From an optimization exercise on the open Yosys and OpenROAD flow, aimed at small area and a short achievable clock period; shortcuts taken in it are not production practice.
In this exercise RTL edits were held to simulation tests only and were not proved equivalent to the original.
Power and IR drop assume default switching activity.

Setup of north:
## MicroUAZ8Bits2020V02
module MicroUAZ8Bits2020V02(
    input Clk,
    input Rst,
    input [8:0] i_Instruction,
    input [7:0] i_Dato_Bus,
    output [7:0] o_Addres_Instruction_Bus,
    output [7:0] o_DataOut_Bus,
    output [7:0] o_Addres_Data_Bus,
    output RW
    );
make LEC_CHECK=0 CAP_MARGIN=20 CORE_MARGIN=2 CORE_UTILIZATION=40 SETUP_SLACK_MARGIN=2.5 SLEW_MARGIN=20 finish   # period 6.0 ns
run.sh (not shown) runs the stock make flow with config.mk's settings and CLKGATE_MAP_FILE= SYNTH_SCRIPT=/design/flow/synth_recipe.tcl, a recipe that flattens the netlist after the stock synthesis.
Every stage of the flow completed for north, and the final layout passed the timing, design-rule and antenna checks.
What south does differently from north at the input level:
Settings: SETUP_SLACK_MARGIN removed (was 2.5).
==> notes.md <==
- Relative to north, final worst setup slack decreased by 1.53 ns in south.
- north has a higher buffer and inverter count on the worst path than south.
- Comparing the two runs side by side, south comes out ahead of north on first-iteration DRC count.
- south: clock-cell share of area is 0.15 points higher than what north reported.
- [south] global-route met2 utilization fell 5.5 points relative to north
- Of south and north, the lower global-route track usage on met3 belongs to south.
- Of south and north, it is south that has the lower design area.
- Non-clock buffer count is lower on south
- | clock network power share | south vs north | 0.3 points lower |
- The run showing the greater clock-buffer cell count is south.
- Compared with north, south instantiates a smaller number of cells.
Edits applied to the flow inputs when going from south to east:
Settings: putting SETUP_SLACK_MARGIN at 2.5 where nothing was set.
==> flow/flow/run.sh (new file) <==
#!/bin/bash
# Own layout flow: the standard ORFS flow (standard.sh) with two changes:
#  - synthesis maps with an area-oriented ABC script (flow/abc.script);
#  - port buffers use sky130_fd_sc_hd__buf_1 instead of the default
#    delay cell; repair_timing resizes them as timing needs.
# Each tool's output stays in orfs/logs/; make's own output in run_make.log.
set -euo pipefail
W=$(pwd)
export FLOW_WORK=$W
export MY_ABC_SCRIPT=$W/flow/abc.script
bash standard.sh SYNTH_SCRIPT=$W/flow/my_synth.tcl \
  "BUFFER_PORTS_ARGS=-buffer_cell sky130_fd_sc_hd__buf_1" finish > $W/run_make.log 2>&1
==> flow/flow/abc.script (new file) <==
strash
dch
map -a
topo
==> flow/flow/my_synth.tcl (new file) <==
# The standard synthesis (synth_recipe.tcl, sourced unchanged) with one
# change: Yosys's abc pass runs the ABC script named by MY_ABC_SCRIPT in
# place of ORFS's abc_speed script.
proc abc {args} {
  set i [lsearch -exact $args -script]
  if { $i >= 0 && [info exists ::env(MY_ABC_SCRIPT)] } {
    lset args [expr { $i + 1 }] $::env(MY_ABC_SCRIPT)
  }
  puts "my_synth: abc $args"
  yosys abc {*}$args
}
source $::env(FLOW_WORK)/synth_recipe.tcl
==> flow/standard.sh (new file) <==
#!/bin/bash
# synth_recipe.tcl (not shown) runs the flow's synth.tcl, then flattens the netlist and writes it again
# the make line also repeats each setting of config.mk as NAME=value (left out here)
make -C /OpenROAD-flow-scripts/flow DESIGN_CONFIG=/design/flow/config.mk WORK_HOME=/design/flow/orfs CLKGATE_MAP_FILE= SYNTH_SCRIPT=/design/flow/synth_recipe.tcl "${@:-finish}"
removed: flow/run.sh
==> notes.md <==
Going from south to east, the worst slack at placement was found to have gone down by 0.037 ns. The end point of the critical path comes out o_Addres_Data_Bus[3] in one run and C in the other, namely in south and east respectively. east against south: data required time at the worst endpoint shows an increase of 1.43 ns; net switching power increased about 25%; maximum frequency went up by 0.062 GHz; cell area after layout now larger; clock skew shows no meaningful change. east has more setup slack than south. Re fraction of the mapped netlist area in adder cells: east and south aren't equal, and the higher value belongs to east. Relative to south, share of the cycle needed by the critical path after routing decreased by 22 points in east.
--- input diff east..west ---
diff --git a/flow/flow/run.sh b/flow/flow/run.sh
--- a/flow/flow/run.sh
+++ b/flow/flow/run.sh
@@ -9,3 +9,3 @@
 export FLOW_WORK=$W
-export MY_ABC_SCRIPT=$W/flow/abc.script
+unset MY_ABC_SCRIPT || true
 bash standard.sh SYNTH_SCRIPT=$W/flow/my_synth.tcl \
removed: flow/flow/abc.script
Looking at the reports, west completed the entire flow and the layout it produced met the timing, design-rule and antenna checks. The run with more routed wire is west, not east. [compare] base=east new=west: utilization moved down, number of placement rows now larger.

MicroUAZ8Bits2020V02, a different RTL version from the one above (not shown whole).
For scale: roughly 620 cells after synthesis, ~76 flip-flops, ~44 I/O pins, roughly 5200 sq um of cells after synthesis.
export LEC_CHECK = 0
export CAP_MARGIN = 20
export CORE_MARGIN = 2
export CORE_UTILIZATION = 40
export SETUP_SLACK_MARGIN = 2.0
export SLEW_MARGIN = 20
export TNS_END_PERCENT = 0
create_clock -name core_clock -period 6.0 [get_ports {Clk}]
standard.sh (not shown) runs the stock make flow with config.mk's settings and CLKGATE_MAP_FILE= SYNTH_SCRIPT=/design/flow/synth_recipe.tcl, a recipe that flattens the netlist after the stock synthesis.
==> flow/flow/run.sh <==
#!/bin/bash
# Own layout flow: the standard ORFS flow (standard.sh), with the
# changes set in flow/opts.sh:
#  - MY_ABC_SCRIPT: ABC script for synthesis's mapping (via my_synth.tcl,
#    which sources synth_recipe.tcl unchanged and only swaps abc's script);
#  - EXTRA: further make variables (port buffer cell, adder mapping, ...).
# Each tool's output stays in orfs/logs/; make's own output in run_make.log.
set -euo pipefail
W=$(pwd)
export FLOW_WORK=$W
EXTRA=()
source $W/flow/opts.sh
bash standard.sh SYNTH_SCRIPT=$W/flow/my_synth.tcl "${EXTRA[@]}" finish > $W/run_make.log 2>&1
==> flow/flow/abc.script <==
&get -n
&st
&dch
&nf
&put
==> flow/flow/my_synth.tcl <==
# The standard synthesis (synth_recipe.tcl, sourced unchanged) with one
# change: Yosys's abc pass runs the ABC script named by MY_ABC_SCRIPT in
# place of ORFS's abc_speed script.
proc abc {args} {
  set i [lsearch -exact $args -script]
  if { $i >= 0 && [info exists ::env(MY_ABC_SCRIPT)] } {
    lset args [expr { $i + 1 }] $::env(MY_ABC_SCRIPT)
  }
  puts "my_synth: abc $args"
  yosys abc {*}$args
}
source $::env(FLOW_WORK)/synth_recipe.tcl
==> flow/flow/opts.sh <==
# options for run.sh
export MY_ABC_SCRIPT=$W/flow/abc.script
EXTRA=( "BUFFER_PORTS_ARGS=-buffer_cell sky130_fd_sc_hd__buf_1" "ADDER_MAP_FILE=" )
Rerun with:
==> flow/flow/abc.script (replaced) <==
&get -n
&st
&dch -f
&nf -R 1000
&put
==> flow/flow/my_synth.tcl (replaced) <==
# The standard synthesis (synth_recipe.tcl, sourced unchanged) with one
# change: Yosys's abc pass runs the ABC script named by MY_ABC_SCRIPT in
# place of ORFS's abc_speed script, and keeps abc from the cells named in
# MY_ABC_DONT_USE, if set.
proc abc {args} {
  set i [lsearch -exact $args -script]
  if { $i >= 0 && [info exists ::env(MY_ABC_SCRIPT)] } {
    lset args [expr { $i + 1 }] $::env(MY_ABC_SCRIPT)
  }
  if { [info exists ::env(MY_ABC_DONT_USE)] } {
    foreach c $::env(MY_ABC_DONT_USE) { lappend args -dont_use $c }
  }
  puts "my_synth: abc $args"
  yosys abc {*}$args
}
source $::env(FLOW_WORK)/synth_recipe.tcl
--- a/flow/config.mk
+++ b/flow/config.mk
@@ -6,8 +6,10 @@
 export NUM_CORES = 4
 export LEC_CHECK = 0
-export CAP_MARGIN = 20
+export CAP_MARGIN = 0
 export CORE_MARGIN = 2
-export CORE_UTILIZATION = 40
-export SETUP_SLACK_MARGIN = 2.0
-export SLEW_MARGIN = 20
+export CORE_UTILIZATION = 55
+export CTS_BUF_LIST = sky130_fd_sc_hd__clkbuf_8
+export CTS_CLUSTER_SIZE = 25
+export SETUP_SLACK_MARGIN = 2.5
+export SLEW_MARGIN = 0
 export TNS_END_PERCENT = 0
After rerunning: The new run finished with timing, DRC and antenna clean; global-route usage climbs by 4.8 points; combinational power shrinks by 15%; clock power went down by 37%; die area went down by about 30%; area after synthesis shrinks by 4.2%; clock-buffer cell count went down by 1; setup slack gains 0.17 ns; final cell count goes down by 11%; register-to-register slack gets better by 0.04 ns; power goes down by about 17%.
Rerun with:
--- a/flow/config.mk
+++ b/flow/config.mk
@@ -6,10 +6,10 @@
 export NUM_CORES = 4
 export LEC_CHECK = 0
-export CAP_MARGIN = 0
+export CAP_MARGIN = 20
 export CORE_MARGIN = 2
-export CORE_UTILIZATION = 55
+export CORE_UTILIZATION = 40
 export CTS_BUF_LIST = sky130_fd_sc_hd__clkbuf_8
 export CTS_CLUSTER_SIZE = 25
 export SETUP_SLACK_MARGIN = 2.5
-export SLEW_MARGIN = 0
+export SLEW_MARGIN = 20
 export TNS_END_PERCENT = 0
After rerunning: Via count rises by about 2.5%. Setup slack stays flat. Clock skew rises by 0.0039 ns. Combinational power rises by about 7%. Sequential cell count does not change. Design area rises by about 4.4%. Die area rises by about 36%. Sequential power hardly moves. Synthesized area stays the same. Count of clock-buffer cells in the layout rises by 1. Sequential share of layout area falls by 1.3 points.
Rerun with:
--- a/flow/config.mk
+++ b/flow/config.mk
@@ -8,5 +8,5 @@
 export CAP_MARGIN = 20
 export CORE_MARGIN = 2
-export CORE_UTILIZATION = 40
+export CORE_UTILIZATION = 55
 export CTS_BUF_LIST = sky130_fd_sc_hd__clkbuf_8
 export CTS_CLUSTER_SIZE = 25
Effect: Die area goes down by a quarter to a third; synthesized area is unchanged; routed wire length went down by roughly a tenth; maximum frequency hardly moves.
Rerun with:
--- a/flow/config.mk
+++ b/flow/config.mk
@@ -11,4 +11,5 @@
 export CTS_BUF_LIST = sky130_fd_sc_hd__clkbuf_8
 export CTS_CLUSTER_SIZE = 25
+export PLACE_DENSITY = 0.75
 export SETUP_SLACK_MARGIN = 2.5
 export SLEW_MARGIN = 20
What happened:
- setup slack degrades by 0.017 ns
- design area increases slightly
- hold slack hardly moves
- final cell count goes up slightly
- synthesized cell count does not change
- global-route usage is higher by 0.15 points
- clock-buffer cell count is unchanged
- total power grows slightly
- sequential share of layout area fell by 0.56 points
- utilization rose by 1.3 points
- sequential power went up slightly

[re-timing with driven ports]
Ports are ideal in the flow. The routed layouts listed here were re-timed in OpenROAD.
Step 1 assumes that a clkbuf_16 drives the clock port and a buf_2 every other input.
Step 2 adds t to the input delays and takes it off the output delays; t is the mean of the earliest and latest rising clock arrival at the registers after step 1. Input paths then give back, and output paths get back, about the clock's delay inside the block.
Slacks: ideal / step 1 / step 2; pairs: ideal / step 1.
run	t, ns	slack for setup (ns)	hold WS [ns]	worst setup path at the end	worst register clock-pin slew, ns
north	0.401	2.133 / 1.953 / 1.816	0.483 / 0.483 / 0.483	input to register	0.07 / 0.07
south	0.393	0.607 / 0.582 / 0.515	0.474 / 0.474 / 0.474	input to register	0.07 / 0.07
east	0.387	1.953 / 1.948 / 1.561	0.541 / 0.541 / 0.541	input to register	0.06 / 0.06
west	0.393	2.152 / 2.064 / 1.770	0.479 / 0.479 / 0.479	input to register	0.07 / 0.07
the first run of note 2	0.388	1.856 / 1.814 / 1.550	0.514 / 0.514 / 0.514	input to register	0.07 / 0.07
the second run of note 2	0.383	2.023 / 1.947 / 1.668	0.519 / 0.519 / 0.519	input to register	0.09 / 0.09
the third run of note 2	0.393	2.026 / 1.989 / 1.641	0.523 / 0.523 / 0.523	input to register	0.08 / 0.08
the fourth run of note 2	0.387	2.020 / 1.945 / 1.640	0.520 / 0.520 / 0.520	input to register	0.09 / 0.09
the fifth run of note 2	0.383	2.003 / 1.912 / 1.596	0.522 / 0.522 / 0.522	input to register	0.10 / 0.10
After both steps every run listed still meets setup and hold. The setup slack of the fifth run of note 2, which loses most, moves by -0.091 ns with the drivers and by -0.407 ns with both steps.
